This design comes from an exercise in tuning for small area on the open sky130 flow, not from production work.
In this exercise RTL edits were held to simulation tests only and were not proved equivalent to the original.

==> design.v <==
`timescale 1ns / 1ps
module fa (
    input wire a,
    input wire b,
    input wire c,
    output wire s,
    output wire co
);
    assign s = a ^ b ^ c;
    assign co = (a & b) | (c & (a ^ b));
endmodule
module ha (
    input wire a,
    input wire b,
    output wire s,
    output wire co
);
    assign s = a ^ b;
    assign co = a & b;
endmodule
module syntropy_core (
    input wire clk,
    input wire rst_n,
    input wire [15:0] voltage_drift,
    input wire [15:0] packet_loss,
    input wire [15:0] temp_variance,
    input wire [15:0] phase_jitter,
    input wire [15:0] threshold,
    input wire enable_learning,
    input wire mesh_broadcast_en,
    output wire stable,
    output reg [15:0] flux_value,
    output reg [15:0] correction_vector,
    output reg [15:0] optimized_params,
    output wire learning_active,
    output wire mesh_broadcast_req,
    input wire [15:0] mesh_flux_in,
    input wire [15:0] mesh_correction_in,
    input wire mesh_valid_in,
    output reg [15:0] mesh_flux_out,
    output reg [15:0] mesh_correction_out,
    output wire mesh_valid_out,
    output wire [7:0] iteration_count,
    output wire [3:0] state,
    output wire error_flag
);
    localparam IDLE = 3'd0, EVAL = 3'd1, LEARN = 3'd2, CORR = 3'd3, BCAST = 3'd4, ERR = 3'd5;
    reg [2:0] cs;         
    reg [2:0] ps;         
    reg [3:0] ic;         
    reg       fin;        
    reg       lflag;      
    reg [15:0] p;         
    reg [15:0] q;         
    reg [15:0] thr;
    reg        len, men;
    assign state = {1'b0, ps};
    assign iteration_count = {4'd0, ic};
    assign stable = (ps == EVAL) && (cs == IDLE);
    assign learning_active = (ps == LEARN) && (cs == LEARN);
    assign mesh_broadcast_req = (ps == BCAST);
    assign mesh_valid_out = (ps == BCAST);
    assign error_flag = (ps == ERR);
    wire in_eval  = (cs == EVAL);
    wire in_learn = (cs == LEARN);
    wire first    = (ps == EVAL);
    wire iter     = in_learn && !fin;
    function automatic [4:0] ceil25(input [6:0] b);
        case (b)
            7'd0: ceil25 = 5'd0;
            7'd1: ceil25 = 5'd1;
            7'd2: ceil25 = 5'd1;
            7'd3: ceil25 = 5'd1;
            7'd4: ceil25 = 5'd1;
            7'd5: ceil25 = 5'd1;
            7'd6: ceil25 = 5'd2;
            7'd7: ceil25 = 5'd2;
            7'd8: ceil25 = 5'd2;
            7'd9: ceil25 = 5'd2;
            7'd10: ceil25 = 5'd2;
            7'd11: ceil25 = 5'd3;
            7'd12: ceil25 = 5'd3;
            7'd13: ceil25 = 5'd3;
            7'd14: ceil25 = 5'd3;
            7'd15: ceil25 = 5'd3;
            7'd16: ceil25 = 5'd4;
            7'd17: ceil25 = 5'd4;
            7'd18: ceil25 = 5'd4;
            7'd19: ceil25 = 5'd4;
            7'd20: ceil25 = 5'd4;
            7'd21: ceil25 = 5'd5;
            7'd22: ceil25 = 5'd5;
            7'd23: ceil25 = 5'd5;
            7'd24: ceil25 = 5'd5;
            7'd25: ceil25 = 5'd5;
            7'd26: ceil25 = 5'd6;
            7'd27: ceil25 = 5'd6;
            7'd28: ceil25 = 5'd6;
            7'd29: ceil25 = 5'd6;
            7'd30: ceil25 = 5'd6;
            7'd31: ceil25 = 5'd7;
            7'd32: ceil25 = 5'd7;
            7'd33: ceil25 = 5'd7;
            7'd34: ceil25 = 5'd7;
            7'd35: ceil25 = 5'd7;
            7'd36: ceil25 = 5'd8;
            7'd37: ceil25 = 5'd8;
            7'd38: ceil25 = 5'd8;
            7'd39: ceil25 = 5'd8;
            7'd40: ceil25 = 5'd8;
            7'd41: ceil25 = 5'd9;
            7'd42: ceil25 = 5'd9;
            7'd43: ceil25 = 5'd9;
            7'd44: ceil25 = 5'd9;
            7'd45: ceil25 = 5'd9;
            7'd46: ceil25 = 5'd9;
            7'd47: ceil25 = 5'd10;
            7'd48: ceil25 = 5'd10;
            7'd49: ceil25 = 5'd10;
            7'd50: ceil25 = 5'd10;
            7'd51: ceil25 = 5'd10;
            7'd52: ceil25 = 5'd11;
            7'd53: ceil25 = 5'd11;
            7'd54: ceil25 = 5'd11;
            7'd55: ceil25 = 5'd11;
            7'd56: ceil25 = 5'd11;
            7'd57: ceil25 = 5'd12;
            7'd58: ceil25 = 5'd12;
            7'd59: ceil25 = 5'd12;
            7'd60: ceil25 = 5'd12;
            7'd61: ceil25 = 5'd12;
            7'd62: ceil25 = 5'd13;
            7'd63: ceil25 = 5'd13;
            7'd64: ceil25 = 5'd13;
            7'd65: ceil25 = 5'd13;
            7'd66: ceil25 = 5'd13;
            7'd67: ceil25 = 5'd14;
            7'd68: ceil25 = 5'd14;
            7'd69: ceil25 = 5'd14;
            7'd70: ceil25 = 5'd14;
            7'd71: ceil25 = 5'd14;
            7'd72: ceil25 = 5'd15;
            7'd73: ceil25 = 5'd15;
            7'd74: ceil25 = 5'd15;
            7'd75: ceil25 = 5'd15;
            7'd76: ceil25 = 5'd15;
            7'd77: ceil25 = 5'd16;
            7'd78: ceil25 = 5'd16;
            7'd79: ceil25 = 5'd16;
            7'd80: ceil25 = 5'd16;
            7'd81: ceil25 = 5'd16;
            7'd82: ceil25 = 5'd17;
            7'd83: ceil25 = 5'd17;
            7'd84: ceil25 = 5'd17;
            7'd85: ceil25 = 5'd17;
            7'd86: ceil25 = 5'd17;
            7'd87: ceil25 = 5'd17;
            7'd88: ceil25 = 5'd18;
            7'd89: ceil25 = 5'd18;
            7'd90: ceil25 = 5'd18;
            7'd91: ceil25 = 5'd18;
            7'd92: ceil25 = 5'd18;
            7'd93: ceil25 = 5'd19;
            7'd94: ceil25 = 5'd19;
            7'd95: ceil25 = 5'd19;
            7'd96: ceil25 = 5'd19;
            7'd97: ceil25 = 5'd19;
            7'd98: ceil25 = 5'd20;
            7'd99: ceil25 = 5'd20;
            7'd100: ceil25 = 5'd20;
            7'd101: ceil25 = 5'd20;
            7'd102: ceil25 = 5'd20;
            7'd103: ceil25 = 5'd21;
            7'd104: ceil25 = 5'd21;
            7'd105: ceil25 = 5'd21;
            7'd106: ceil25 = 5'd21;
            7'd107: ceil25 = 5'd21;
            7'd108: ceil25 = 5'd22;
            7'd109: ceil25 = 5'd22;
            7'd110: ceil25 = 5'd22;
            7'd111: ceil25 = 5'd22;
            7'd112: ceil25 = 5'd22;
            7'd113: ceil25 = 5'd23;
            7'd114: ceil25 = 5'd23;
            7'd115: ceil25 = 5'd23;
            7'd116: ceil25 = 5'd23;
            7'd117: ceil25 = 5'd23;
            7'd118: ceil25 = 5'd24;
            7'd119: ceil25 = 5'd24;
            7'd120: ceil25 = 5'd24;
            7'd121: ceil25 = 5'd24;
            7'd122: ceil25 = 5'd24;
            7'd123: ceil25 = 5'd25;
            7'd124: ceil25 = 5'd25;
            7'd125: ceil25 = 5'd25;
            7'd126: ceil25 = 5'd25;
            7'd127: ceil25 = 5'd25;
            default: ceil25 = 5'd0;
        endcase
    endfunction
    wire sw_w1 = ~voltage_drift[1];
    wire sw_w2 = voltage_drift[1];
    wire sw_w3, sw_w4;
    fa sw_fa4 (.a(voltage_drift[2]), .b(packet_loss[2]), .c(1'b1), .s(sw_w3), .co(sw_w4));
    wire sw_w5, sw_w6;
    fa sw_fa6 (.a(voltage_drift[3]), .b(packet_loss[3]), .c(1'b1), .s(sw_w5), .co(sw_w6));
    wire sw_w7, sw_w8;
    fa sw_fa8 (.a(voltage_drift[4]), .b(packet_loss[4]), .c(1'b1), .s(sw_w7), .co(sw_w8));
    wire sw_w9, sw_w10;
    fa sw_fa10 (.a(voltage_drift[5]), .b(packet_loss[5]), .c(1'b1), .s(sw_w9), .co(sw_w10));
    wire sw_w11, sw_w12;
    fa sw_fa12 (.a(voltage_drift[6]), .b(packet_loss[6]), .c(1'b1), .s(sw_w11), .co(sw_w12));
    wire sw_w13, sw_w14;
    fa sw_fa14 (.a(voltage_drift[7]), .b(packet_loss[7]), .c(1'b1), .s(sw_w13), .co(sw_w14));
    wire sw_w15, sw_w16;
    ha sw_ha16 (.a(voltage_drift[0]), .b(packet_loss[0]), .s(sw_w15), .co(sw_w16));
    wire sw_w17, sw_w18;
    fa sw_fa18 (.a(packet_loss[1]), .b(phase_jitter[1]), .c(temp_variance[9]), .s(sw_w17), .co(sw_w18));
    wire sw_w19, sw_w20;
    fa sw_fa20 (.a(phase_jitter[2]), .b(temp_variance[10]), .c(sw_w3), .s(sw_w19), .co(sw_w20));
    wire sw_w21, sw_w22;
    fa sw_fa22 (.a(phase_jitter[3]), .b(temp_variance[11]), .c(sw_w5), .s(sw_w21), .co(sw_w22));
    wire sw_w23, sw_w24;
    fa sw_fa24 (.a(phase_jitter[4]), .b(temp_variance[12]), .c(sw_w7), .s(sw_w23), .co(sw_w24));
    wire sw_w25, sw_w26;
    fa sw_fa26 (.a(phase_jitter[5]), .b(temp_variance[13]), .c(sw_w9), .s(sw_w25), .co(sw_w26));
    wire sw_w27, sw_w28;
    fa sw_fa28 (.a(phase_jitter[6]), .b(temp_variance[14]), .c(sw_w11), .s(sw_w27), .co(sw_w28));
    wire sw_w29, sw_w30;
    fa sw_fa30 (.a(phase_jitter[7]), .b(temp_variance[15]), .c(sw_w13), .s(sw_w29), .co(sw_w30));
    wire sw_w31, sw_w32;
    fa sw_fa32 (.a(voltage_drift[8]), .b(packet_loss[8]), .c(phase_jitter[8]), .s(sw_w31), .co(sw_w32));
    wire sw_w33, sw_w34;
    fa sw_fa34 (.a(voltage_drift[9]), .b(packet_loss[9]), .c(1'b1), .s(sw_w33), .co(sw_w34));
    wire sw_w35, sw_w36;
    fa sw_fa36 (.a(voltage_drift[10]), .b(packet_loss[10]), .c(1'b1), .s(sw_w35), .co(sw_w36));
    wire sw_w37, sw_w38;
    fa sw_fa38 (.a(voltage_drift[11]), .b(packet_loss[11]), .c(1'b1), .s(sw_w37), .co(sw_w38));
    wire sw_w39, sw_w40;
    fa sw_fa40 (.a(voltage_drift[12]), .b(packet_loss[12]), .c(1'b1), .s(sw_w39), .co(sw_w40));
    wire sw_w41, sw_w42;
    fa sw_fa42 (.a(voltage_drift[13]), .b(packet_loss[13]), .c(1'b1), .s(sw_w41), .co(sw_w42));
    wire sw_w43, sw_w44;
    fa sw_fa44 (.a(voltage_drift[14]), .b(packet_loss[14]), .c(1'b1), .s(sw_w43), .co(sw_w44));
    wire sw_w45, sw_w46;
    fa sw_fa46 (.a(voltage_drift[15]), .b(packet_loss[15]), .c(1'b1), .s(sw_w45), .co(sw_w46));
    wire sw_w47, sw_w48;
    ha sw_ha48 (.a(phase_jitter[0]), .b(temp_variance[8]), .s(sw_w47), .co(sw_w48));
    wire sw_w49, sw_w50;
    fa sw_fa50 (.a(sw_w1), .b(sw_w17), .c(sw_w16), .s(sw_w49), .co(sw_w50));
    wire sw_w51, sw_w52;
    fa sw_fa52 (.a(sw_w2), .b(sw_w19), .c(sw_w18), .s(sw_w51), .co(sw_w52));
    wire sw_w53, sw_w54;
    fa sw_fa54 (.a(sw_w4), .b(sw_w21), .c(sw_w20), .s(sw_w53), .co(sw_w54));
    wire sw_w55, sw_w56;
    fa sw_fa56 (.a(sw_w6), .b(sw_w23), .c(sw_w22), .s(sw_w55), .co(sw_w56));
    wire sw_w57, sw_w58;
    fa sw_fa58 (.a(sw_w8), .b(sw_w25), .c(sw_w24), .s(sw_w57), .co(sw_w58));
    wire sw_w59, sw_w60;
    fa sw_fa60 (.a(sw_w10), .b(sw_w27), .c(sw_w26), .s(sw_w59), .co(sw_w60));
    wire sw_w61, sw_w62;
    fa sw_fa62 (.a(sw_w12), .b(sw_w29), .c(sw_w28), .s(sw_w61), .co(sw_w62));
    wire sw_w63, sw_w64;
    fa sw_fa64 (.a(sw_w14), .b(sw_w31), .c(sw_w30), .s(sw_w63), .co(sw_w64));
    wire sw_w65, sw_w66;
    fa sw_fa66 (.a(phase_jitter[9]), .b(sw_w33), .c(sw_w32), .s(sw_w65), .co(sw_w66));
    wire sw_w67, sw_w68;
    fa sw_fa68 (.a(phase_jitter[10]), .b(sw_w35), .c(sw_w34), .s(sw_w67), .co(sw_w68));
    wire sw_w69, sw_w70;
    fa sw_fa70 (.a(phase_jitter[11]), .b(sw_w37), .c(sw_w36), .s(sw_w69), .co(sw_w70));
    wire sw_w71, sw_w72;
    fa sw_fa72 (.a(phase_jitter[12]), .b(sw_w39), .c(sw_w38), .s(sw_w71), .co(sw_w72));
    wire sw_w73, sw_w74;
    fa sw_fa74 (.a(phase_jitter[13]), .b(sw_w41), .c(sw_w40), .s(sw_w73), .co(sw_w74));
    wire sw_w75, sw_w76;
    fa sw_fa76 (.a(phase_jitter[14]), .b(sw_w43), .c(sw_w42), .s(sw_w75), .co(sw_w76));
    wire sw_w77, sw_w78;
    fa sw_fa78 (.a(phase_jitter[15]), .b(sw_w45), .c(sw_w44), .s(sw_w77), .co(sw_w78));
    wire sw_w79, sw_w80;
    fa sw_fa80 (.a(sw_w15), .b(sw_w47), .c(1'b1), .s(sw_w79), .co(sw_w80));
    wire sw_w81, sw_w82;
    fa sw_fa82 (.a(sw_w49), .b(sw_w48), .c(sw_w80), .s(sw_w81), .co(sw_w82));
    wire sw_w83, sw_w84;
    fa sw_fa84 (.a(sw_w51), .b(sw_w50), .c(sw_w82), .s(sw_w83), .co(sw_w84));
    wire sw_w85, sw_w86;
    fa sw_fa86 (.a(sw_w53), .b(sw_w52), .c(sw_w84), .s(sw_w85), .co(sw_w86));
    wire sw_w87, sw_w88;
    fa sw_fa88 (.a(sw_w55), .b(sw_w54), .c(sw_w86), .s(sw_w87), .co(sw_w88));
    wire sw_w89, sw_w90;
    fa sw_fa90 (.a(sw_w57), .b(sw_w56), .c(sw_w88), .s(sw_w89), .co(sw_w90));
    wire sw_w91, sw_w92;
    fa sw_fa92 (.a(sw_w59), .b(sw_w58), .c(sw_w90), .s(sw_w91), .co(sw_w92));
    wire sw_w93, sw_w94;
    fa sw_fa94 (.a(sw_w61), .b(sw_w60), .c(sw_w92), .s(sw_w93), .co(sw_w94));
    wire sw_w95, sw_w96;
    fa sw_fa96 (.a(sw_w63), .b(sw_w62), .c(sw_w94), .s(sw_w95), .co(sw_w96));
    wire sw_w97, sw_w98;
    fa sw_fa98 (.a(sw_w65), .b(sw_w64), .c(sw_w96), .s(sw_w97), .co(sw_w98));
    wire sw_w99, sw_w100;
    fa sw_fa100 (.a(sw_w67), .b(sw_w66), .c(sw_w98), .s(sw_w99), .co(sw_w100));
    wire sw_w101, sw_w102;
    fa sw_fa102 (.a(sw_w69), .b(sw_w68), .c(sw_w100), .s(sw_w101), .co(sw_w102));
    wire sw_w103, sw_w104;
    fa sw_fa104 (.a(sw_w71), .b(sw_w70), .c(sw_w102), .s(sw_w103), .co(sw_w104));
    wire sw_w105, sw_w106;
    fa sw_fa106 (.a(sw_w73), .b(sw_w72), .c(sw_w104), .s(sw_w105), .co(sw_w106));
    wire sw_w107, sw_w108;
    fa sw_fa108 (.a(sw_w75), .b(sw_w74), .c(sw_w106), .s(sw_w107), .co(sw_w108));
    wire sw_w109, sw_w110;
    fa sw_fa110 (.a(sw_w77), .b(sw_w76), .c(sw_w108), .s(sw_w109), .co(sw_w110));
    wire [15:0] nfc = {sw_w109, sw_w107, sw_w105, sw_w103, sw_w101, sw_w99, sw_w97, sw_w95, sw_w93, sw_w91, sw_w89, sw_w87, sw_w85, sw_w83, sw_w81, sw_w79};
    wire [15:0] flux_calc = ~nfc;
    wire ev_w1, ev_w2;
    fa ev_fa2 (.a(thr[0]), .b(nfc[0]), .c(1'b1), .s(ev_w1), .co(ev_w2));
    wire ev_w3, ev_w4;
    fa ev_fa4 (.a(thr[1]), .b(nfc[1]), .c(ev_w2), .s(ev_w3), .co(ev_w4));
    wire ev_w5, ev_w6;
    fa ev_fa6 (.a(thr[2]), .b(nfc[2]), .c(ev_w4), .s(ev_w5), .co(ev_w6));
    wire ev_w7, ev_w8;
    fa ev_fa8 (.a(thr[3]), .b(nfc[3]), .c(ev_w6), .s(ev_w7), .co(ev_w8));
    wire ev_w9, ev_w10;
    fa ev_fa10 (.a(thr[4]), .b(nfc[4]), .c(ev_w8), .s(ev_w9), .co(ev_w10));
    wire ev_w11, ev_w12;
    fa ev_fa12 (.a(thr[5]), .b(nfc[5]), .c(ev_w10), .s(ev_w11), .co(ev_w12));
    wire ev_w13, ev_w14;
    fa ev_fa14 (.a(thr[6]), .b(nfc[6]), .c(ev_w12), .s(ev_w13), .co(ev_w14));
    wire ev_w15, ev_w16;
    fa ev_fa16 (.a(thr[7]), .b(nfc[7]), .c(ev_w14), .s(ev_w15), .co(ev_w16));
    wire ev_w17, ev_w18;
    fa ev_fa18 (.a(thr[8]), .b(nfc[8]), .c(ev_w16), .s(ev_w17), .co(ev_w18));
    wire ev_w19, ev_w20;
    fa ev_fa20 (.a(thr[9]), .b(nfc[9]), .c(ev_w18), .s(ev_w19), .co(ev_w20));
    wire ev_w21, ev_w22;
    fa ev_fa22 (.a(thr[10]), .b(nfc[10]), .c(ev_w20), .s(ev_w21), .co(ev_w22));
    wire ev_w23, ev_w24;
    fa ev_fa24 (.a(thr[11]), .b(nfc[11]), .c(ev_w22), .s(ev_w23), .co(ev_w24));
    wire ev_w25, ev_w26;
    fa ev_fa26 (.a(thr[12]), .b(nfc[12]), .c(ev_w24), .s(ev_w25), .co(ev_w26));
    wire ev_w27, ev_w28;
    fa ev_fa28 (.a(thr[13]), .b(nfc[13]), .c(ev_w26), .s(ev_w27), .co(ev_w28));
    wire ev_w29, ev_w30;
    fa ev_fa30 (.a(thr[14]), .b(nfc[14]), .c(ev_w28), .s(ev_w29), .co(ev_w30));
    wire ev_w31, ev_w32;
    fa ev_fa32 (.a(thr[15]), .b(nfc[15]), .c(ev_w30), .s(ev_w31), .co(ev_w32));
    wire ev_w33 = ~ev_w32;
    wire ev_w34 = ev_w32;
    wire [16:0] ev = {ev_w33, ev_w31, ev_w29, ev_w27, ev_w25, ev_w23, ev_w21, ev_w19, ev_w17, ev_w15, ev_w13, ev_w11, ev_w9, ev_w7, ev_w5, ev_w3, ev_w1};
    wire stable_c = ev[16] | (ev[15:0] == 16'd0);            
    wire [7:0] qhm1;
    wire [8:0] qhb;
    assign qhb[0] = 1'b1;
    genvar gi;
    generate
        for (gi = 0; gi < 8; gi = gi + 1) begin : qdecr
            assign qhm1[gi] = q[8 + gi] ^ qhb[gi];
            assign qhb[gi + 1] = qhb[gi] & ~q[8 + gi];
        end
    endgenerate
    wire qhz = qhb[8];                                      
    wire [15:0] qx = fin ? q : {7'h7f, ~qhz, qhm1};
    wire nx_w1, nx_w2;
    ha nx_ha2 (.a(p[1]), .b(p[0]), .s(nx_w1), .co(nx_w2));
    wire nx_w3, nx_w4;
    fa nx_fa4 (.a(p[2]), .b(p[1]), .c(qx[2]), .s(nx_w3), .co(nx_w4));
    wire nx_w5, nx_w6;
    fa nx_fa6 (.a(p[3]), .b(p[2]), .c(qx[3]), .s(nx_w5), .co(nx_w6));
    wire nx_w7, nx_w8;
    fa nx_fa8 (.a(p[4]), .b(p[3]), .c(qx[4]), .s(nx_w7), .co(nx_w8));
    wire nx_w9, nx_w10;
    fa nx_fa10 (.a(p[5]), .b(p[4]), .c(qx[5]), .s(nx_w9), .co(nx_w10));
    wire nx_w11, nx_w12;
    fa nx_fa12 (.a(p[6]), .b(p[5]), .c(qx[6]), .s(nx_w11), .co(nx_w12));
    wire nx_w13, nx_w14;
    fa nx_fa14 (.a(p[7]), .b(p[6]), .c(qx[7]), .s(nx_w13), .co(nx_w14));
    wire nx_w15, nx_w16;
    fa nx_fa16 (.a(p[8]), .b(p[7]), .c(qx[8]), .s(nx_w15), .co(nx_w16));
    wire nx_w17, nx_w18;
    fa nx_fa18 (.a(p[9]), .b(p[8]), .c(qx[9]), .s(nx_w17), .co(nx_w18));
    wire nx_w19, nx_w20;
    fa nx_fa20 (.a(p[10]), .b(p[9]), .c(qx[10]), .s(nx_w19), .co(nx_w20));
    wire nx_w21, nx_w22;
    fa nx_fa22 (.a(p[11]), .b(p[10]), .c(qx[11]), .s(nx_w21), .co(nx_w22));
    wire nx_w23, nx_w24;
    fa nx_fa24 (.a(p[12]), .b(p[11]), .c(qx[12]), .s(nx_w23), .co(nx_w24));
    wire nx_w25, nx_w26;
    fa nx_fa26 (.a(p[13]), .b(p[12]), .c(qx[13]), .s(nx_w25), .co(nx_w26));
    wire nx_w27, nx_w28;
    fa nx_fa28 (.a(p[14]), .b(p[13]), .c(qx[14]), .s(nx_w27), .co(nx_w28));
    wire nx_w29, nx_w30;
    fa nx_fa30 (.a(p[15]), .b(p[14]), .c(qx[15]), .s(nx_w29), .co(nx_w30));
    wire nx_w31, nx_w32;
    ha nx_ha32 (.a(p[0]), .b(qx[0]), .s(nx_w31), .co(nx_w32));
    wire nx_w33, nx_w34;
    fa nx_fa34 (.a(qx[1]), .b(nx_w1), .c(nx_w32), .s(nx_w33), .co(nx_w34));
    wire nx_w35, nx_w36;
    fa nx_fa36 (.a(nx_w3), .b(nx_w2), .c(nx_w34), .s(nx_w35), .co(nx_w36));
    wire nx_w37, nx_w38;
    fa nx_fa38 (.a(nx_w5), .b(nx_w4), .c(nx_w36), .s(nx_w37), .co(nx_w38));
    wire nx_w39, nx_w40;
    fa nx_fa40 (.a(nx_w7), .b(nx_w6), .c(nx_w38), .s(nx_w39), .co(nx_w40));
    wire nx_w41, nx_w42;
    fa nx_fa42 (.a(nx_w9), .b(nx_w8), .c(nx_w40), .s(nx_w41), .co(nx_w42));
    wire nx_w43, nx_w44;
    fa nx_fa44 (.a(nx_w11), .b(nx_w10), .c(nx_w42), .s(nx_w43), .co(nx_w44));
    wire nx_w45, nx_w46;
    fa nx_fa46 (.a(nx_w13), .b(nx_w12), .c(nx_w44), .s(nx_w45), .co(nx_w46));
    wire nx_w47, nx_w48;
    fa nx_fa48 (.a(nx_w15), .b(nx_w14), .c(nx_w46), .s(nx_w47), .co(nx_w48));
    wire nx_w49, nx_w50;
    fa nx_fa50 (.a(nx_w17), .b(nx_w16), .c(nx_w48), .s(nx_w49), .co(nx_w50));
    wire nx_w51, nx_w52;
    fa nx_fa52 (.a(nx_w19), .b(nx_w18), .c(nx_w50), .s(nx_w51), .co(nx_w52));
    wire nx_w53, nx_w54;
    fa nx_fa54 (.a(nx_w21), .b(nx_w20), .c(nx_w52), .s(nx_w53), .co(nx_w54));
    wire nx_w55, nx_w56;
    fa nx_fa56 (.a(nx_w23), .b(nx_w22), .c(nx_w54), .s(nx_w55), .co(nx_w56));
    wire nx_w57, nx_w58;
    fa nx_fa58 (.a(nx_w25), .b(nx_w24), .c(nx_w56), .s(nx_w57), .co(nx_w58));
    wire nx_w59, nx_w60;
    fa nx_fa60 (.a(nx_w27), .b(nx_w26), .c(nx_w58), .s(nx_w59), .co(nx_w60));
    wire nx_w61, nx_w62;
    fa nx_fa62 (.a(nx_w29), .b(nx_w28), .c(nx_w60), .s(nx_w61), .co(nx_w62));
    wire [15:0] nx = {nx_w61, nx_w59, nx_w57, nx_w55, nx_w53, nx_w51, nx_w49, nx_w47, nx_w45, nx_w43, nx_w41, nx_w39, nx_w37, nx_w35, nx_w33, nx_w31};
    wire [15:0] nf = lflag ? nx : ~flux_value;               
    wire [15:0] f = ~nf;
    wire er_w1, er_w2;
    fa er_fa2 (.a(thr[0]), .b(nf[0]), .c(1'b1), .s(er_w1), .co(er_w2));
    wire er_w3, er_w4;
    fa er_fa4 (.a(thr[1]), .b(nf[1]), .c(er_w2), .s(er_w3), .co(er_w4));
    wire er_w5, er_w6;
    fa er_fa6 (.a(thr[2]), .b(nf[2]), .c(er_w4), .s(er_w5), .co(er_w6));
    wire er_w7, er_w8;
    fa er_fa8 (.a(thr[3]), .b(nf[3]), .c(er_w6), .s(er_w7), .co(er_w8));
    wire er_w9, er_w10;
    fa er_fa10 (.a(thr[4]), .b(nf[4]), .c(er_w8), .s(er_w9), .co(er_w10));
    wire er_w11, er_w12;
    fa er_fa12 (.a(thr[5]), .b(nf[5]), .c(er_w10), .s(er_w11), .co(er_w12));
    wire er_w13, er_w14;
    fa er_fa14 (.a(thr[6]), .b(nf[6]), .c(er_w12), .s(er_w13), .co(er_w14));
    wire er_w15, er_w16;
    fa er_fa16 (.a(thr[7]), .b(nf[7]), .c(er_w14), .s(er_w15), .co(er_w16));
    wire er_w17, er_w18;
    fa er_fa18 (.a(thr[8]), .b(nf[8]), .c(er_w16), .s(er_w17), .co(er_w18));
    wire er_w19, er_w20;
    fa er_fa20 (.a(thr[9]), .b(nf[9]), .c(er_w18), .s(er_w19), .co(er_w20));
    wire er_w21, er_w22;
    fa er_fa22 (.a(thr[10]), .b(nf[10]), .c(er_w20), .s(er_w21), .co(er_w22));
    wire er_w23, er_w24;
    fa er_fa24 (.a(thr[11]), .b(nf[11]), .c(er_w22), .s(er_w23), .co(er_w24));
    wire er_w25, er_w26;
    fa er_fa26 (.a(thr[12]), .b(nf[12]), .c(er_w24), .s(er_w25), .co(er_w26));
    wire er_w27, er_w28;
    fa er_fa28 (.a(thr[13]), .b(nf[13]), .c(er_w26), .s(er_w27), .co(er_w28));
    wire er_w29, er_w30;
    fa er_fa30 (.a(thr[14]), .b(nf[14]), .c(er_w28), .s(er_w29), .co(er_w30));
    wire er_w31, er_w32;
    fa er_fa32 (.a(thr[15]), .b(nf[15]), .c(er_w30), .s(er_w31), .co(er_w32));
    wire er_w33 = ~er_w32;
    wire er_w34 = er_w32;
    wire [16:0] e = {er_w33, er_w31, er_w29, er_w27, er_w25, er_w23, er_w21, er_w19, er_w17, er_w15, er_w13, er_w11, er_w9, er_w7, er_w5, er_w3, er_w1};
    wire [6:0] b  = e[6:0];
    wire       nz = |b;
    wire [4:0] cb = ceil25(b);
    wire y_w1 = ~e[16];
    wire y_w2 = ~y_w1;
    wire y_w3 = y_w1;
    wire y_w4 = ~e[14];
    wire y_w5 = e[14];
    wire y_w6 = ~e[15];
    wire y_w7 = e[15];
    wire y_w8, y_w9;
    ha y_ha9 (.a(e[11]), .b(e[8]), .s(y_w8), .co(y_w9));
    wire y_w10, y_w11;
    fa y_fa11 (.a(e[12]), .b(e[9]), .c(e[8]), .s(y_w10), .co(y_w11));
    wire y_w12, y_w13;
    fa y_fa13 (.a(e[13]), .b(e[10]), .c(e[9]), .s(y_w12), .co(y_w13));
    wire y_w14, y_w15;
    fa y_fa15 (.a(e[14]), .b(e[11]), .c(e[10]), .s(y_w14), .co(y_w15));
    wire y_w16, y_w17;
    fa y_fa17 (.a(e[15]), .b(e[12]), .c(e[11]), .s(y_w16), .co(y_w17));
    wire y_w18, y_w19;
    fa y_fa19 (.a(e[13]), .b(e[12]), .c(y_w2), .s(y_w18), .co(y_w19));
    wire y_w20, y_w21;
    fa y_fa21 (.a(e[13]), .b(y_w4), .c(y_w3), .s(y_w20), .co(y_w21));
    wire y_w22, y_w23;
    fa y_fa23 (.a(e[14]), .b(y_w6), .c(y_w5), .s(y_w22), .co(y_w23));
    wire y_w24 = ~e[16];
    wire y_w25, y_w26;
    fa y_fa26 (.a(y_w24), .b(e[15]), .c(y_w7), .s(y_w25), .co(y_w26));
    wire y_w27, y_w28;
    ha y_ha28 (.a(e[10]), .b(e[7]), .s(y_w27), .co(y_w28));
    wire y_w29, y_w30;
    fa y_fa30 (.a(e[7]), .b(y_w8), .c(y_w28), .s(y_w29), .co(y_w30));
    wire y_w31, y_w32;
    fa y_fa32 (.a(y_w10), .b(y_w9), .c(y_w30), .s(y_w31), .co(y_w32));
    wire y_w33, y_w34;
    fa y_fa34 (.a(y_w12), .b(y_w11), .c(y_w32), .s(y_w33), .co(y_w34));
    wire y_w35, y_w36;
    fa y_fa36 (.a(y_w14), .b(y_w13), .c(y_w34), .s(y_w35), .co(y_w36));
    wire y_w37, y_w38;
    fa y_fa38 (.a(y_w16), .b(y_w15), .c(y_w36), .s(y_w37), .co(y_w38));
    wire y_w39, y_w40;
    fa y_fa40 (.a(y_w18), .b(y_w17), .c(y_w38), .s(y_w39), .co(y_w40));
    wire y_w41, y_w42;
    fa y_fa42 (.a(y_w20), .b(y_w19), .c(y_w40), .s(y_w41), .co(y_w42));
    wire y_w43, y_w44;
    fa y_fa44 (.a(y_w22), .b(y_w21), .c(y_w42), .s(y_w43), .co(y_w44));
    wire y_w45, y_w46;
    fa y_fa46 (.a(y_w25), .b(y_w23), .c(y_w44), .s(y_w45), .co(y_w46));
    wire y_w47 = ~e[16];
    wire y_w48, y_w49;
    fa y_fa49 (.a(y_w47), .b(y_w26), .c(y_w46), .s(y_w48), .co(y_w49));
    wire y_w50 = ~y_w49;
    wire y_w51 = y_w49;
    wire [14:0] y = {y_w50, y_w48, y_w45, y_w43, y_w41, y_w39, y_w37, y_w35, y_w33, y_w31, y_w29, y_w27, e[9], e[8], e[7]};
    wire pu_w1, pu_w2;
    ha pu_ha2 (.a(p[0]), .b(y[0]), .s(pu_w1), .co(pu_w2));
    wire pu_w3, pu_w4;
    fa pu_fa4 (.a(p[1]), .b(y[1]), .c(cb[1]), .s(pu_w3), .co(pu_w4));
    wire pu_w5, pu_w6;
    fa pu_fa6 (.a(p[2]), .b(y[2]), .c(cb[2]), .s(pu_w5), .co(pu_w6));
    wire pu_w7, pu_w8;
    fa pu_fa8 (.a(p[3]), .b(y[3]), .c(cb[3]), .s(pu_w7), .co(pu_w8));
    wire pu_w9, pu_w10;
    fa pu_fa10 (.a(p[4]), .b(y[4]), .c(cb[4]), .s(pu_w9), .co(pu_w10));
    wire pu_w11, pu_w12;
    ha pu_ha12 (.a(p[5]), .b(y[5]), .s(pu_w11), .co(pu_w12));
    wire pu_w13, pu_w14;
    ha pu_ha14 (.a(p[6]), .b(y[6]), .s(pu_w13), .co(pu_w14));
    wire pu_w15, pu_w16;
    ha pu_ha16 (.a(p[7]), .b(y[7]), .s(pu_w15), .co(pu_w16));
    wire pu_w17, pu_w18;
    ha pu_ha18 (.a(p[8]), .b(y[8]), .s(pu_w17), .co(pu_w18));
    wire pu_w19, pu_w20;
    ha pu_ha20 (.a(p[9]), .b(y[9]), .s(pu_w19), .co(pu_w20));
    wire pu_w21, pu_w22;
    ha pu_ha22 (.a(p[10]), .b(y[10]), .s(pu_w21), .co(pu_w22));
    wire pu_w23, pu_w24;
    ha pu_ha24 (.a(p[11]), .b(y[11]), .s(pu_w23), .co(pu_w24));
    wire pu_w25, pu_w26;
    ha pu_ha26 (.a(p[12]), .b(y[12]), .s(pu_w25), .co(pu_w26));
    wire pu_w27, pu_w28;
    ha pu_ha28 (.a(p[13]), .b(y[13]), .s(pu_w27), .co(pu_w28));
    wire pu_w29 = ~y[14];
    wire pu_w30, pu_w31;
    fa pu_fa31 (.a(p[14]), .b(pu_w29), .c(1'b1), .s(pu_w30), .co(pu_w31));
    wire pu_w32 = ~p[15];
    wire pu_w33 = p[15];
    wire pu_w34, pu_w35;
    ha pu_ha35 (.a(cb[0]), .b(pu_w1), .s(pu_w34), .co(pu_w35));
    wire pu_w36, pu_w37;
    fa pu_fa37 (.a(pu_w3), .b(pu_w2), .c(pu_w35), .s(pu_w36), .co(pu_w37));
    wire pu_w38, pu_w39;
    fa pu_fa39 (.a(pu_w5), .b(pu_w4), .c(pu_w37), .s(pu_w38), .co(pu_w39));
    wire pu_w40, pu_w41;
    fa pu_fa41 (.a(pu_w7), .b(pu_w6), .c(pu_w39), .s(pu_w40), .co(pu_w41));
    wire pu_w42, pu_w43;
    fa pu_fa43 (.a(pu_w9), .b(pu_w8), .c(pu_w41), .s(pu_w42), .co(pu_w43));
    wire pu_w44, pu_w45;
    fa pu_fa45 (.a(pu_w11), .b(pu_w10), .c(pu_w43), .s(pu_w44), .co(pu_w45));
    wire pu_w46, pu_w47;
    fa pu_fa47 (.a(pu_w13), .b(pu_w12), .c(pu_w45), .s(pu_w46), .co(pu_w47));
    wire pu_w48, pu_w49;
    fa pu_fa49 (.a(pu_w15), .b(pu_w14), .c(pu_w47), .s(pu_w48), .co(pu_w49));
    wire pu_w50, pu_w51;
    fa pu_fa51 (.a(pu_w17), .b(pu_w16), .c(pu_w49), .s(pu_w50), .co(pu_w51));
    wire pu_w52, pu_w53;
    fa pu_fa53 (.a(pu_w19), .b(pu_w18), .c(pu_w51), .s(pu_w52), .co(pu_w53));
    wire pu_w54, pu_w55;
    fa pu_fa55 (.a(pu_w21), .b(pu_w20), .c(pu_w53), .s(pu_w54), .co(pu_w55));
    wire pu_w56, pu_w57;
    fa pu_fa57 (.a(pu_w23), .b(pu_w22), .c(pu_w55), .s(pu_w56), .co(pu_w57));
    wire pu_w58, pu_w59;
    fa pu_fa59 (.a(pu_w25), .b(pu_w24), .c(pu_w57), .s(pu_w58), .co(pu_w59));
    wire pu_w60, pu_w61;
    fa pu_fa61 (.a(pu_w27), .b(pu_w26), .c(pu_w59), .s(pu_w60), .co(pu_w61));
    wire pu_w62, pu_w63;
    fa pu_fa63 (.a(pu_w30), .b(pu_w28), .c(pu_w61), .s(pu_w62), .co(pu_w63));
    wire pu_w64, pu_w65;
    fa pu_fa65 (.a(pu_w32), .b(pu_w31), .c(pu_w63), .s(pu_w64), .co(pu_w65));
    wire [15:0] pu = {pu_w64, pu_w62, pu_w60, pu_w58, pu_w56, pu_w54, pu_w52, pu_w50, pu_w48, pu_w46, pu_w44, pu_w42, pu_w40, pu_w38, pu_w36, pu_w34};
    wire ylo_nz = |y[7:0];
    wire ylo_hi = y[7] & y[6] & y[5] & (y[4] | y[3]);        
    wire cadd   = nz ? ylo_hi : ylo_nz;
    wire qn_w1, qn_w2;
    ha qn_ha2 (.a(q[0]), .b(nz), .s(qn_w1), .co(qn_w2));
    wire qn_w3, qn_w4;
    ha qn_ha4 (.a(q[1]), .b(qn_w2), .s(qn_w3), .co(qn_w4));
    wire qn_w5, qn_w6;
    ha qn_ha6 (.a(q[2]), .b(qn_w4), .s(qn_w5), .co(qn_w6));
    wire qn_w7, qn_w8;
    ha qn_ha8 (.a(q[3]), .b(qn_w6), .s(qn_w7), .co(qn_w8));
    wire qn_w9, qn_w10;
    ha qn_ha10 (.a(q[4]), .b(qn_w8), .s(qn_w9), .co(qn_w10));
    wire qn_w11, qn_w12;
    ha qn_ha12 (.a(q[5]), .b(qn_w10), .s(qn_w11), .co(qn_w12));
    wire qn_w13, qn_w14;
    ha qn_ha14 (.a(q[6]), .b(qn_w12), .s(qn_w13), .co(qn_w14));
    wire [7:0] qn = {qn_w14, qn_w13, qn_w11, qn_w9, qn_w7, qn_w5, qn_w3, qn_w1};
    wire ql_w1, ql_w2;
    fa ql_fa2 (.a(qn[0]), .b(y[8]), .c(cadd), .s(ql_w1), .co(ql_w2));
    wire ql_w3, ql_w4;
    fa ql_fa4 (.a(qn[1]), .b(y[9]), .c(ql_w2), .s(ql_w3), .co(ql_w4));
    wire ql_w5, ql_w6;
    fa ql_fa6 (.a(qn[2]), .b(y[10]), .c(ql_w4), .s(ql_w5), .co(ql_w6));
    wire ql_w7, ql_w8;
    fa ql_fa8 (.a(qn[3]), .b(y[11]), .c(ql_w6), .s(ql_w7), .co(ql_w8));
    wire ql_w9, ql_w10;
    fa ql_fa10 (.a(qn[4]), .b(y[12]), .c(ql_w8), .s(ql_w9), .co(ql_w10));
    wire ql_w11, ql_w12;
    fa ql_fa12 (.a(qn[5]), .b(y[13]), .c(ql_w10), .s(ql_w11), .co(ql_w12));
    wire ql_w13, ql_w14;
    fa ql_fa14 (.a(qn[6]), .b(y[14]), .c(ql_w12), .s(ql_w13), .co(ql_w14));
    wire [7:0] ql = {ql_w14, ql_w13, ql_w11, ql_w9, ql_w7, ql_w5, ql_w3, ql_w1};
    wire [8:0] qh = q[15:7];
    reg  [8:0] qh1, qh0;
    integer k;
    always @* begin
        for (k = 0; k < 9; k = k + 1) begin
            qh1[k] = qh[k] ^ (~(qn[7] ^ y[14]) &
                              ((qh & ((9'd1 << k) - 9'd1)) == ((9'd1 << k) - 9'd1)));
            qh0[k] = qh[k] ^ ((qn[7] & ~y[14] &
                               ((qh & ((9'd1 << k) - 9'd1)) == ((9'd1 << k) - 9'd1))) |
                              (~qn[7] & y[14] & ((qh & ((9'd1 << k) - 9'd1)) == 9'd0)));
        end
    end
    wire [8:0] qh_new = ql[7] ? qh1 : qh0;
    wire [15:0] qu = {qh_new, ql[6:0]};
    wire ovf = flux_calc[15] | pu[15] | qu[15];
    always @(posedge clk) begin
        thr <= threshold;
        len <= enable_learning;
        men <= mesh_broadcast_en;
    end
    always @(posedge clk or negedge rst_n) begin
        if (!rst_n) begin
            cs <= IDLE;
            ps <= IDLE;
            ic <= 4'd0;
            fin <= 1'b0;
            lflag <= 1'b0;
            p <= 16'd0;
            q <= 16'd0;
            flux_value <= 16'd0;
            correction_vector <= 16'd0;
            optimized_params <= 16'd0;
            mesh_flux_out <= 16'd0;
            mesh_correction_out <= 16'd0;
        end else begin
            ps <= cs;
            case (cs)
                IDLE: cs <= ovf ? ERR : EVAL;
                EVAL: cs <= stable_c ? IDLE : (len ? LEARN : CORR);
                LEARN: if (fin) cs <= CORR;
                CORR: cs <= BCAST;
                BCAST: cs <= IDLE;
                ERR: cs <= ERR;
                default: cs <= IDLE;
            endcase
            fin <= iter && !first && ic[3] && ic[0];
            if (in_eval) begin
                flux_value <= flux_calc;
                lflag <= 1'b0;
                correction_vector <= ev[16] ? 16'd0 : ev[15:0];
            end
            if (iter) begin
                p <= pu;
                q <= qu;
                lflag <= 1'b1;
                ic <= first ? 4'd1 : ic + 4'd1;
            end
            if (fin) optimized_params <= nx;
            if (cs == CORR && men && mesh_valid_in) correction_vector <= mesh_correction_in;
            if (cs == BCAST) begin
                mesh_flux_out <= f;
                mesh_correction_out <= correction_vector;
            end
        end
    end
endmodule
==> flow/run.sh <==
#!/bin/bash
set -euo pipefail
bash standard.sh synth > synth.log 2>&1
bash standard.sh \
  'BUFFER_PORTS_ARGS=-buffer_cell sky130_fd_sc_hd__buf_1' \
  'CTS_ARGS=-sink_clustering_enable -repair_clock_nets -buf_list sky130_fd_sc_hd__clkbuf_8 -dont_use_dummy_load' \
  finish > layout.log 2>&1
==> standard.sh <==
#!/bin/bash
# synth_recipe.tcl (not shown) runs the flow's synth.tcl, then flattens the netlist and writes it again
# the make line also repeats each setting of config.mk as NAME=value (left out here)
make -C /OpenROAD-flow-scripts/flow DESIGN_CONFIG=/design/flow/config.mk WORK_HOME=/design/flow/orfs CLKGATE_MAP_FILE= SYNTH_SCRIPT=/design/flow/synth_recipe.tcl "${@:-finish}"
==> config.mk <==
export PLATFORM = sky130hd
export DESIGN_NAME = syntropy_core
export DESIGN_NICKNAME = syntropy_core
export VERILOG_FILES = /design/flow/design.v
export SDC_FILE = /design/flow/constraint.sdc
export NUM_CORES = 4
export LEC_CHECK = 0
export CAP_MARGIN = 20
export CORE_MARGIN = 2
export CORE_UTILIZATION = 55
export CTS_BUF_LIST = sky130_fd_sc_hd__clkbuf_8
export GPL_TIMING_DRIVEN = 0
export SLEW_MARGIN = 20
export SYNTH_HIERARCHICAL = 1
==> constraint.sdc <==
create_clock -name core_clock -period 13.0 [get_ports {clk}]
set_input_delay 2.6000 -clock core_clock [delete_from_list [all_inputs] [get_ports {clk}]]
set_output_delay 2.6000 -clock core_clock [all_outputs]
set_load 0.01 [all_outputs]
==> results of run 1 <==
==> modules after synthesis (local to each module, per instance) <==
module         cell area, um2  times used  flip-flops and latches
ha                       12.5          24                       0
syntropy_core            6290           1                     142
fa                       20.0         158                       0
==> how the worst min path moves through the flow <==
stage / from / to / slack [ns] / depth (start not counted)
6_report: cs[1]$_DFFE_PN0N_ / ps[1]$_DFF_PN0_ / 0.38 / 0
5_1_grt: cs[1]$_DFFE_PN0N_ / ps[1]$_DFF_PN0_ / 0.39 / 0
4_1_cts: cs[1]$_DFFE_PN0N_ / ps[1]$_DFF_PN0_ / 0.38 / 0
3_5_place_dp: cs[1]$_DFFE_PN0N_ / ps[1]$_DFF_PN0_ / 0.37 / 0
3_3_place_gp: cs[2]$_DFFE_PN0N_ / ps[2]$_DFF_PN0_ / 0.36 / 0
2_1_floorplan: cs[1]$_DFFE_PN0N_ / ps[1]$_DFF_PN0_ / 0.35 / 0
==> per-stage QoR <==
step                hold WS [ns]  setup slack, ns
floorplan                  0.355           0.0452
global placement           0.359            -1.22
detailed placement         0.369            -1.37
CTS                        0.385           0.0308
global route               0.388          -0.0223
finish                     0.380            0.292
==> state kept, by name (all words and copies together) (netlist names) <==
signal and flops:
correction_vector 16, cs 3, fin 1, flux_value 16
ic 4, len 1, lflag 1, men 1
mesh_correction_out 16, mesh_flux_out 16, optimized_params 16, p 16
ps 3, q 16, thr 16
==> cells by family after synthesis <==
logic type,Yosys count
simple gates,211
compound gates,130
mux,39
xor+xnor,10
other cells,2
flops,142
buf+inv,86
fa+ha+maj,193
==> final cells by class <==
cell class              instances  area [um2]  area share
clock buffers                  17         234      0.0202
inverters                      42         158      0.0136
repair buffers                206         927      0.0801
well taps                     225         282      0.0243
flip-flops and latches        142        3460       0.299
plain buffers                  43         250      0.0216
multi-input cells             605        6260       0.541
==> repair_timing <==
| item | 4_1_cts | 5_1_grt |
|---|---|---|
| buffers inserted | 10 | 7 |
| gates resized for setup | 53 | 38 |
| pin swaps | 22 | 29 |
| endpoints found under the setup margin | 14 | 9 |
==> placed cells by master (no fill, tap or decap), drive strengths merged, types with 18 or more instances in the layout <==
cell type  synthesis  final
nor2              63     63
dfrtp            124    124
ha                34     34
fa               158    158
nand2             94     94
dfxtp             18     18
mux2              33     33
o21ai             28     28
conb               2     22
buf               26    231
inv               42     42
a21oi             66     66
clkbuf            18     35
==> per-layer routing <==
| metal | track usage | vias up |
|---|---|---|
| met5 | 0 | - |
| met4 | 0.0830 | 0 |
| met3 | 0.0493 | 35 |
| met2 | 0.403 | 259 |
| met1 | 0.392 | 3530 |
| li1 | - | 3173 |
==> reports/qor.yml, run 1 <==
status: "no timing/DRC/antenna violations"
min_period_over_period: 0.978
synth_area_leaders: "fa_1 (32%), dfrtp_1 (32%), ha_1 (4.4%)"
synth.area.mux_share: 0.0443
worstPathRequired_ns: 13.32
grt_pass1_vias: 6861
drtIter0Drc: 621
cts.path.max_buffers: 2
synth_top_family_by_area: "adder cells"
clock_skew_ns: 0.0265
path_delay_family: "adder cells"
fin_tns_setup_ns: 0
max_freq_mhz: 78.7
yosysTopAreaCell: "fa_1"
synth.distinct_cells: 57
crit_top_cell: "fa_2"
clkLatencyLatePin_ns: 0.45
place.gp.congestion: 0.887
synth_area_um2: 9750
crit_start: "q[9]$_DFFE_PN0P_"
synthAdderAreaFrac: 0.369
route.layer.met1.wl_mm: 10.3
drc: 0
dp_hpwl_mm: 19.6
die_x_um: 137
r2r_slack_ns: 0.29
finish.instance_area_um2: 11600
core_region_area_um2: 17300
critPathSlowestCell: "fa_2"
async_reset_ff_frac: 0.873
routed_via_density: 5.47
arrival_ns: 13.03
n_antenna_cell: 0
synthXorXnorAreaFrac: 0.00898
cts_buffers: 17
boundaryPins: 214
wl_per_cell_um: 18.5
slew_viol_final: 0
cts_tree: "done"
yosys.area_share.simple: 0.0991
wl_mm: 23.6
reg2reg_depth: 36
dr_wl_met2_mm: 11.3
slowest_delay_ns: 0.59
yosysSeqAreaShare: 0.355
r2r-start: "q[9]$_DFFE_PN0P_"
syn_area_per_cell_um2: 12.0
overflow: 0
ys.flop_type: "dfrtp_1"
synthMostInstantiatedCell: "fa_1"
antenna_found_initial: 0
start_kind: "flip-flop"
synth_enable_flop_cells: 0
top_layer_used: "met4"
worstPathMaxFanout: 7
crit_type: "flip-flop to flip-flop"
worst-path-stages: 36
min_period_ns: 12.71
layout.nets: 1366
finalCoreUtilization: 0.669
regToRegEndpoint: "cs[2]$_DFFE_PN0N_"
grt_usage: 0.266
final_antenna_net_count: 0
max-cap-violations: 0
path_buf_inv: 1
start_util: 0.564
hold_buffers: 0
drt-pass1-iter-count: 8
ys_ff_latch: 142
setup.worst_path.end: "cs[2]$_DFFE_PN0N_"
yosys-top-cells-count: "fa_1 (158), dfrtp_1 (124), nand2_1 (94)"
cts_max_level: 4
setup_viol: 0
clock-sinks: 142
finalHoldViolCount: 0
finalNonFillerCells: 1280
port_buffers: 184
syn_to_final_growth_pct: 18.7
dpl_cell_area_um2: 10900
fp-row-count: 48
routed-wl-met3_mm: 1.43
die_h_um: 137
die-area_um2: 18800
relSlewSlack: 0.567
synth_top_cell_area_share: 0.324
synth-warning-count: 7
hp-class: "flip-flop to flip-flop"
clkSlewWorstSetupHoldPaths_ns: 0.07
syn-instance-count: 813
grt_pass1_wl_mm: 36.7
nFillCells: 1374
drive_gt1_frac: 0.171
endpoint_kind: "flip-flop"
placed_cells: 1247
dr_total_vias: 6997
synth_compound_area_frac: 0.0825
grt_start_max_net_pins: 29
worst_pin_slew_ns: 0.643
clockRootBuffer: "clkbuf_8"
==> inputs of run 2 (changes only) <==
--- a/config.mk
+++ b/config.mk
@@ -8,7 +8,8 @@
 export CAP_MARGIN = 20
 export CORE_MARGIN = 2
-export CORE_UTILIZATION = 55
+export CORE_UTILIZATION = 40
 export CTS_BUF_LIST = sky130_fd_sc_hd__clkbuf_8
 export GPL_TIMING_DRIVEN = 0
+export SETUP_SLACK_MARGIN = -0.1
 export SLEW_MARGIN = 20
 export SYNTH_HIERARCHICAL = 1
==> run 2 against run 1 <==
Clock-buffer cell count is the same. Cell count grew 7.2%. Sequential share of layout area grew 0.28 points. Flip-flop and latch count is the same. Synthesized cell count is the same. Via count shrank 1.2%. Wire length grew 1.6%. Critical path depth is the same. Hold slack lost 0.0025 ns. Register-to-register slack lost 0.04 ns. Critical endpoint unchanged.
==> reports/qor.yml, run 2 <==
clock-sinks: 142  # unchanged
reg2reg_depth: 36  # unchanged
final_common_cell: "buf_1"  # unchanged
grt_pass1_wl_mm: 38.3  # was 36.7 mm
layout.nets: 1359  # was 1366
worstPathRequired_ns: 13.32  # about the same
finalNonFillerCells: 1372  # was 1280
regToRegEndpoint: "cs[2]$_DFFE_PN0N_"  # unchanged
dr_total_vias: 6912  # was 6997
drive_gt1_frac: 0.138  # was 0.171
yosysTopAreaCell: "fa_1"  # unchanged
crit_start: "q[9]$_DFFE_PN0P_"  # unchanged
wl_per_cell_um: 17.5  # was 18.5 um
max-cap-violations: 0  # unchanged
start_util: 0.404  # was 0.564
syn_to_final_growth_pct: 17.6  # was 18.7%
clkLatencyLatePin_ns: 0.46  # was 0.45 ns
slew_viol_final: 0  # unchanged
hold_start: "cs[2]$_DFFE_PN0N_"  # was cs[1]$_DFFE_PN0N_
arrival_ns: 13.07  # was 13.03 ns
r2r_slack_ns: 0.26  # was 0.29 ns
final_cell_mix: "buf_1 (184), fa_1 (124), dfrtp_1 (123)"  # was buf_1 (184), dfrtp_1 (123), fa_1 (109)
hold_buffers: 0  # unchanged
boundaryPins: 214  # unchanged
die_h_um: 160  # was 137 um
port_buffers: 184  # unchanged
final_antenna_net_count: 0  # unchanged
grt_usage: 0.195  # was 0.266
core_region_area_um2: 24100  # was 17300 um2
clockRootBuffer: "clkbuf_8"  # unchanged
status: "no timing/DRC/antenna violations"  # unchanged
crit_type: "flip-flop to flip-flop"  # unchanged
dpl_cell_area_um2: 11000  # was 10900 um2
cts_buffers: 17  # unchanged
max_freq_mhz: 78.5  # was 78.7 MHz
start_kind: "flip-flop"  # unchanged
fp-row-count: 57  # was 48
syn_area_per_cell_um2: 12.0  # unchanged
dp_hpwl_mm: 19.9  # was 19.6 mm
routed_via_density: 5.04  # was 5.47
hp-class: "flip-flop to flip-flop"  # unchanged
path_buf_inv: 1  # unchanged
relSlewSlack: 0.547  # was 0.567
endpoint_kind: "flip-flop"  # unchanged
placed_cells: 1345  # was 1247
finish.instance_area_um2: 11500  # was 11600 um2
grt_pass1_vias: 7029  # was 6861
worst_pin_slew_ns: 0.679  # was 0.643 ns
syn-instance-count: 813  # unchanged
synth-warning-count: 7  # unchanged
ys_ff_latch: 142  # unchanged
place.gp.congestion: 0.864  # was 0.887
critPathSlowestCell: "fa_2"  # unchanged
yosys-top-cells-count: "fa_1 (158), dfrtp_1 (124), nand2_1 (94)"  # unchanged
min_period_over_period: 0.980  # was 0.978
yosysSeqAreaShare: 0.355  # unchanged
antenna_found_initial: 0  # unchanged
cts_tree: "done"  # unchanged
synthMostInstantiatedCell: "fa_1"  # unchanged
grt_start_max_net_pins: 32  # was 29
drt-pass1-iter-count: 5  # was 8
wl_mm: 24.0  # was 23.6 mm
synth_area_leaders: "fa_1 (32%), dfrtp_1 (32%), ha_1 (4.4%)"  # unchanged
synth_area_um2: 9750  # unchanged
n_antenna_cell: 0  # unchanged
clkSlewWorstSetupHoldPaths_ns: 0.08  # was 0.07 ns
r2r-start: "q[9]$_DFFE_PN0P_"  # unchanged
min_period_ns: 12.74  # was 12.71 ns
worst-path-stages: 36  # unchanged
die-area_um2: 25600  # was 18800 um2
drc: 0  # unchanged
synth.distinct_cells: 57  # unchanged
async_reset_ff_frac: 0.873  # unchanged
drtIter0Drc: 530  # was 621
cts.path.max_buffers: 2  # unchanged
crit_top_cell: "fa_2"  # unchanged
synth_enable_flop_cells: 0  # unchanged
worstPathMaxFanout: 2  # was 7
synth_top_cell_area_share: 0.324  # unchanged
finalHoldViolCount: 0  # unchanged
path_delay_family: "adder cells"  # unchanged
finalCoreUtilization: 0.476  # was 0.669
die_x_um: 160  # was 137 um
overflow: 0  # unchanged
setup_viol: 0  # unchanged
cts_max_level: 4  # unchanged
slowest_delay_ns: 0.59  # about the same
setup.worst_path.end: "cs[2]$_DFFE_PN0N_"  # unchanged
ys.flop_type: "dfrtp_1"  # unchanged
clock_skew_ns: 0.0400  # was 0.0265 ns
## run 2: repair_timing
action,in CTS,in global routing
endpoints found under the setup margin,12,7
resized for setup,30,22
gates cloned,0,0
buffers inserted,4,8
pin swaps,7,17
## run 2: final cells by class
class                           instances  area [um2]
Timing Repair Buffer                  200         862
Sequential cell                       142        3460
Fill cell                            2268       12600
Tap cell                              324         405
Clock buffer                           17         234
Multi-Input combinational cell        605        6110
Buffer                                 42         236
Inverter                               42         158
## run 2: logic make-up (layout without fill, tap and decap cells)
| family | Yosys count | in the layout | share of synthesized area |
|---|---|---|---|
| xor gates and xnor gates | 10 | 10 | 0.00898 |
| other | 2 | 22 | 0.000770 |
| AOI/OAI and AO/OA | 130 | 130 | 0.0825 |
| muxes | 39 | 39 | 0.0443 |
| DFF | 142 | 142 | 0.355 |
| buffers and inverters | 86 | 301 | 0.0402 |
| and+or+nand+nor | 211 | 211 | 0.0991 |
| adders and majority gates | 193 | 193 | 0.369 |
## run 2: how the worst min path moves through the flow
stage,to,slack (ns),depth (start not counted)
floorplan,ps[1]$_DFF_PN0_,0.35,0
global placement,ps[2]$_DFF_PN0_,0.36,0
detailed placement,ps[2]$_DFF_PN0_,0.36,0
CTS,ps[2]$_DFF_PN0_,0.38,0
global route,ps[2]$_DFF_PN0_,0.39,0
finish,ps[2]$_DFF_PN0_,0.38,0
## run 2: worst reg2reg max path, delay by kind of cell (launching register included)
family	cells	cell delay [ns]
AND/OR/NAND/NOR	2	0.29
buffers and inverters	1	0.07
adder cells (fa/ha/maj)	29	11.38
flip-flops	1	0.38
multiplexers	1	0.21
AO/OA/AOI/OAI	3	0.29
## run 2: metrics by stage
step	setup WS (ns)	setup TNS, ns	hold slack, ns
finish	0.256	0	0.377
global route	-0.0938	-0.0938	0.386
CTS	-0.0651	-0.0651	0.379
detailed placement	-1.12	-7.77	0.363
global placement	-0.960	-6.27	0.360
floorplan	0.0452	0	0.355
## run 2: metal layers
layer / wire length (um) / share of wire / GRT usage / vias to the layer above
li1: - / - / - / 3163
met1: 10800 / 0.45 / 0.271 / 3512
met2: 11500 / 0.48 / 0.313 / 207
met3: 1200 / 0.050 / 0.0351 / 30
met4: 536 / 0.022 / 0.0618 / 0
met5: 0 / 0 / 0 / -
## run 2: per-module statistics from Yosys, one instance, submodules excluded
module / cell area, um2 / times used / flip-flops and latches / cells inside
syntropy_core: 6290 / 1 / 142 / 631
ha: 12.5 / 24 / 0 / 1
fa: 20.0 / 158 / 0 / 1
==> inputs of run 3 (changes only) <==
--- a/config.mk
+++ b/config.mk
@@ -11,4 +11,5 @@
 export CTS_BUF_LIST = sky130_fd_sc_hd__clkbuf_8
 export GPL_TIMING_DRIVEN = 0
+export PLACE_DENSITY = 0.75
 export SETUP_SLACK_MARGIN = -0.1
 export SLEW_MARGIN = 20
==> run 3 against run 2 <==
Wire length grew 2.3%. Largest cell class unchanged. Maximum frequency is essentially flat. Flip-flop and latch count is the same. Synthesized cell count is the same. Clock skew shrank 0.0060 ns. Cell count grew 0.58%.
==> reports/qor.yml, run 3 <==
cts_tree: "done"  # unchanged
regToRegEndpoint: "cs[2]$_DFFE_PN0N_"  # unchanged
n_antenna_cell: 0  # unchanged
die_x_um: 160  # unchanged
synthMostInstantiatedCell: "fa_1"  # unchanged
crit_start: "q[8]$_DFFE_PN0P_"  # was q[9]$_DFFE_PN0P_
yosysTopAreaCell: "fa_1"  # unchanged
yosys-top-cells-count: "fa_1 (158), dfrtp_1 (124), nand2_1 (94)"  # unchanged
drive_gt1_frac: 0.152  # was 0.138
dp_hpwl_mm: 20.0  # was 19.9 mm
arrival_ns: 13.10  # was 13.07 ns
overflow: 0  # unchanged
core_region_area_um2: 24100  # unchanged
start_kind: "flip-flop"  # unchanged
cts_buffers: 17  # unchanged
worstPathMaxFanout: 2  # unchanged
synth_area_leaders: "fa_1 (32%), dfrtp_1 (32%), ha_1 (4.4%)"  # unchanged
port_buffers: 184  # unchanged
ys_ff_latch: 142  # unchanged
wl_mm: 24.6  # was 24.0 mm
clock_skew_ns: 0.0341  # was 0.0400 ns
dr_total_vias: 7033  # was 6912
crit_type: "flip-flop to flip-flop"  # unchanged
worst_pin_slew_ns: 0.661  # was 0.679 ns
route.layer.met1.wl_mm: 10.4  # was 10.8 mm
ys.flop_type: "dfrtp_1"  # unchanged
synth_enable_flop_cells: 0  # unchanged
drc: 0  # unchanged
drt-pass1-iter-count: 6  # was 5
final_cell_mix: "buf_1 (184), dfrtp_1 (123), fa_1 (120)"  # was buf_1 (184), fa_1 (124), dfrtp_1 (123)
syn_to_final_growth_pct: 18.6  # was 17.6%
routed-wl-met3_mm: 1.60  # was 1.20 mm
finalHoldViolCount: 0  # unchanged
clockRootBuffer: "clkbuf_8"  # unchanged
synth.distinct_cells: 57  # unchanged
drtIter0Drc: 544  # was 530
dr_wl_met2_mm: 12.0  # was 11.5 mm
fp-row-count: 57  # unchanged
routed_via_density: 5.10  # was 5.04
syn-instance-count: 813  # unchanged
status: "no timing/DRC/antenna violations"  # unchanged
cts.path.max_buffers: 2  # unchanged
synth-warning-count: 7  # unchanged
setup_viol: 0  # unchanged
layout.nets: 1367  # was 1359
boundaryPins: 214  # unchanged
clkLatencyLatePin_ns: 0.47  # was 0.46 ns
die_h_um: 160  # unchanged
relSlewSlack: 0.559  # was 0.547
synth_top_cell_area_share: 0.324  # unchanged
slowest_delay_ns: 0.59  # about the same
synth_area_um2: 9750  # unchanged
start_util: 0.404  # unchanged
cts_max_level: 4  # unchanged
syn_area_per_cell_um2: 12.0  # unchanged
hp-class: "flip-flop to flip-flop"  # unchanged
crit_top_cell: "fa_2"  # unchanged
grt_pass1_vias: 7352  # was 7029
top_layer_used: "met4"  # unchanged
finalCoreUtilization: 0.480  # was 0.476
reg2reg_depth: 36  # unchanged
setup.worst_path.end: "cs[2]$_DFFE_PN0N_"  # unchanged
grt_start_max_net_pins: 32  # unchanged
slew_viol_final: 0  # unchanged
place.gp.congestion: 0.880  # was 0.864
async_reset_ff_frac: 0.873  # unchanged
nFillCells: 2198  # was 2268
critPathSlowestCell: "fa_2"  # unchanged
hold_buffers: 0  # unchanged
wl_per_cell_um: 17.8  # was 17.5 um
endpoint_kind: "flip-flop"  # unchanged
yosysSeqAreaShare: 0.355  # unchanged
max_freq_mhz: 78.4  # was 78.5 MHz
min_period_over_period: 0.981  # was 0.980
r2r-start: "q[8]$_DFFE_PN0P_"  # was q[9]$_DFFE_PN0P_
min_period_ns: 12.76  # was 12.74 ns
grt_usage: 0.198  # was 0.195
die-area_um2: 25600  # unchanged
clock-sinks: 142  # unchanged
worstPathRequired_ns: 13.34  # was 13.32 ns
antenna_found_initial: 0  # unchanged
final_antenna_net_count: 0  # unchanged
clkSlewWorstSetupHoldPaths_ns: 0.07  # was 0.08 ns
max-cap-violations: 0  # unchanged
r2r_slack_ns: 0.24  # was 0.26 ns
final_common_cell: "buf_1"  # unchanged
grt_pass1_wl_mm: 39.4  # was 38.3 mm
[run 3: cell counts after synthesis]
Identical to the previous run, type by type.
[run 3: worst min-delay path by stage]
stage,startpoint,endpoint,slack [ns],depth (start not counted)
after detailed placement,cs[1]$_DFFE_PN0N_,ps[1]$_DFF_PN0_,0.37,0
after CTS,cs[1]$_DFFE_PN0N_,ps[1]$_DFF_PN0_,0.39,0
after floorplan,cs[1]$_DFFE_PN0N_,ps[1]$_DFF_PN0_,0.35,0
after global placement,cs[1]$_DFFE_PN0N_,ps[1]$_DFF_PN0_,0.36,0
after global routing,cs[1]$_DFFE_PN0N_,ps[1]$_DFF_PN0_,0.40,0
final,cs[1]$_DFFE_PN0N_,ps[1]$_DFF_PN0_,0.39,0
[run 3: per-layer routing]
metal	global-route usage	up-vias
met3	0.0462	40
met5	0	-
met4	0.0614	0
li1	-	3164
met2	0.323	247
met1	0.266	3582
[run 3: Yosys stat by module (local to each module, per instance)]
module         area [um2]  times used  flip-flops and latches  cells inside
fa                   20.0         158                       0             1
ha                   12.5          24                       0             1
syntropy_core        6290           1                     142           631
[run 3: cell type report]
| class | instances | area, um2 | area share |
|---|---|---|---|
| multi-input combinational | 605 | 6150 | 0.532 |
| tap | 324 | 405 | 0.0351 |
| buffer | 42 | 233 | 0.0201 |
| inverter | 42 | 158 | 0.0136 |
| clock buffer | 17 | 234 | 0.0202 |
| sequential | 142 | 3460 | 0.300 |
| timing repair buffer | 208 | 922 | 0.0797 |
[run 3: timing repair]
action,4_1_cts,5_1_grt
pin swaps,19,8
setup endpoints to repair,12,11
gates resized for setup,42,16
setup buffers,17,3
endpoints found under the hold margin,0,0
[run 3: metrics by stage]
step	worst slack [ns]	instances	hold slack, ns	cell area, um2	TNS [ns]
final	0.245	1380	0.387	11600	0
after global routing	-0.0819	1380	0.398	11600	-0.118
after CTS	-0.0900	1377	0.388	11500	-0.0900
after detailed placement	-0.990	1345	0.371	11000	-6.73
after global placement	-0.827	1341	0.359	10900	-4.60
after floorplan	0.0452	833	0.355	9830	0
[run 3: cell families after synthesis]
kind of cell             Yosys count  share of synthesized area
flip-flops                       142                      0.355
XOR/XNOR                          10                    0.00898
adder cells (fa/ha/maj)          193                      0.369
AO/OA/AOI/OAI                    130                     0.0825
multiplexers                      39                     0.0443
AND/OR/NAND/NOR                  211                     0.0991
other                              2                   0.000770
buffers and inverters             86                     0.0402
[run 3: worst max-delay path: cells and delay by family (launching register included)]
family | cells | cell delay, ns
adders and majority gates | 29 | 11.39
AOI/OAI and AO/OA | 3 | 0.41
DFF | 1 | 0.38
and+or+nand+nor | 2 | 0.23
muxes | 1 | 0.20
buffers and inverters | 1 | 0.06

==> what the ideal ports hide <==
The flow's constraints put no driver on any port. The routed layouts listed below were extracted and timed again, unchanged, in two steps.
Step 1: set_driving_cell puts a clkbuf_16 on clk and a buf_2 on each other input, an assumption about the parent block.
Step 2 times the ports against the registers' clock, not the clock port: input delays grow and output delays shrink by t, the midpoint of the rising clock arrivals with the driver on.
a / b / c = ideal / step 1 / step 2; a / b = the first two.
run | t, ns | slack for setup (ns) | pins driven straight from the clock port
run 1 | 0.479 | 0.292 / 0.292 / 0.292 | 1
run 2 | 0.479 | 0.256 / 0.256 / 0.256 | 1
run 3 | 0.491 | 0.245 / 0.245 / 0.245 | 1
After both steps every run listed still meets setup and hold.
